From an optimization exercise on the open Yosys and OpenROAD flow, aimed at a short achievable clock period and few clock cycles; shortcuts taken in it are not production practice.
Only simulation tests tie the RTL to the original design; equivalence was not proved.
The flow treats the clock pin as an ideal source, which a real chip does not have.

==> inputs of maple <==
// CPU
module CPU(clk,
            rst_n,
            wen_D,
            addr_D,
            wdata_D,
            rdata_D,
            addr_I,
            rdata_I);
==> flow/config.mk <==
export PLATFORM = sky130hd
export DESIGN_NAME = CPU
export DESIGN_NICKNAME = CPU
export VERILOG_FILES = /design/flow/design.v
export SDC_FILE = /design/flow/constraint.sdc
export NUM_CORES = 8
export LEC_CHECK = 0
export ABC_CLOCK_PERIOD_IN_PS = 3500
export CAP_MARGIN = 20
export CORE_MARGIN = 2
export CORE_UTILIZATION = 30
export SLEW_MARGIN = 20
==> flow/constraint.sdc <==
create_clock -name core_clock -period 12.0 [get_ports {clk}]
set_input_delay 2.4000 -clock core_clock [delete_from_list [all_inputs] [get_ports {clk}]]
set_output_delay 2.4000 -clock core_clock [all_outputs]
set_load 0.01 [all_outputs]
standard.sh (not shown) runs the stock make flow with config.mk's settings and CLKGATE_MAP_FILE= SYNTH_SCRIPT=/design/flow/synth_recipe.tcl, a recipe that flattens the netlist after the stock synthesis.
==> flow/flow/run.sh <==
#!/bin/bash
set -euo pipefail
MARGIN=$(cat flow/margin.txt)
bash standard.sh SETUP_SLACK_MARGIN=$MARGIN finish > flow_make.log 2>&1
==> flow/flow/margin.txt <==
7.8
==> inputs of ember, as changes to maple <==
==> flow/flow/run.sh (replaced) <==
#!/bin/bash
# The standard layout (standard.sh, with its synthesis unchanged). The resizer's setup
# repair after clock tree synthesis is done in steps (stepped.tcl, through ORFS's PRE_CTS_TCL
# hook) so that it works towards a shorter period than the design's; the other repairs ask
# for the margin in flow/margin.txt. make's output goes to flow_make.log; ORFS keeps each
# step's log under orfs/logs.
set -euo pipefail
MARGIN=$(cat flow/margin.txt)
HOOK=$(pwd)/flow/stepped.tcl
bash standard.sh SETUP_SLACK_MARGIN=$MARGIN PRE_CTS_TCL=$HOOK finish > flow_make.log 2>&1
==> flow/flow/stepped.tcl (new file) <==
# Sourced through ORFS's PRE_CTS_TCL and PRE_GLOBAL_ROUTE_TCL hooks: replaces the repair step the
# stage then runs (repair_timing_helper). A first pass asks for a margin far above reach
# (big_margin), which improves every endpoint but stalls on the worst one; then the setup margin
# is raised in steps from just above the worst slack reached, until the steps stop gaining.
# Hold is repaired last, keeping the setup slack reached.
set ::big_margin 8.2
proc repair_timing_helper { args } {
  repair_timing -setup -setup_margin $::big_margin -repair_tns 100 -match_cell_footprint
  puts [format "stepped repair: margin %.2f -> worst slack %.3f" $::big_margin [sta::worst_slack -max]]
  set ws [sta::worst_slack -max]
  set m [expr {$ws + 0.05}]
  set idle 0
  for {set i 0} {$i < 60 && $idle < 3} {incr i} {
    repair_timing -setup -setup_margin $m -repair_tns 100 -match_cell_footprint
    set now [sta::worst_slack -max]
    puts [format "stepped repair: margin %.2f -> worst slack %.3f" $m $now]
    if {$now < $ws + 0.01} { incr idle } else { set idle 0 }
    if {$now > $ws} { set ws $now }
    set m [expr {$ws + 0.1}]
  }
  repair_timing -hold -setup_margin [expr {$ws - 0.05}] -hold_margin 0 -match_cell_footprint
  puts [format "stepped repair: after hold repair worst slack %.3f, hold %.3f" [sta::worst_slack -max] [sta::worst_slack -min]]
}
==> results.cfg <==
[status]
status = no timing/DRC/antenna violations

[pwr]
power_density_mw_per_mm2 = 167

[routing]
wire_per_inst_um = 39.5

[worst_setup_path]
r2r_cells = 9

[cts]
post_cts_buffers = 1097

[layout]
final_cell_mix = a21oi_1, dfrtp_1, nor2_1, buf_4, nand2_1
Source of the figures above: ember

==> results.cfg <==
[place]
dpl_cell_area_mm2 = 0.156
place_ws_ns = 4.98

[routing]
wl_met1_um = 348000

[layout]
area_growth_pct = 26.8
final_cell_mix = a21oi_1, nor2_1, dfrtp_1, nand2_1, buf_4

[floorplan]
tap_cells = 6425

[status]
status = no timing/DRC/antenna violations

[cts]
insertion_delay_ns = 1.07

[worst_setup_path]
path_depth = 17
r2r_cells = 14

[sta]
finClkSkew_ns = 0.109
Source of the figures above: maple

Testbench counts of maple, summed over its fixed seeds: cycles 58,583.
Testbench counts of ember, summed over its fixed seeds: cycles 58,583.

[what the ideal ports hide]
How much do the figures lean on ideal ports? The routed layouts below were timed once more, with nothing changed but the port constraints. Step 1, drivers: a clkbuf_16 drives clk and a buf_2 each remaining input, both assumed. Step 2, shift: input delay + t, output delay - t, t = (earliest + latest rising clock arrival at the registers) / 2. This alone moves slack from input paths to output paths. Three values: no drivers, after step 1, after step 2; two values: the first two.
run	t, ns	setup slack, ns	hold slack, ns	clock arrival spread, ns	worst register clock-pin slew, ns
maple	1.128	7.339 / 7.348 / 6.299	0.469 / 0.469 / 0.469	0.115 / 0.115	0.07 / 0.07
ember	1.142	7.301 / 7.301 / 6.343	0.469 / 0.469 / 0.469	0.154 / 0.154	0.08 / 0.08
After both steps setup and hold are still met in every run listed. For maple, which loses most, drivers alone change the setup slack by +0.009 ns; drivers and shift together by -1.040 ns.
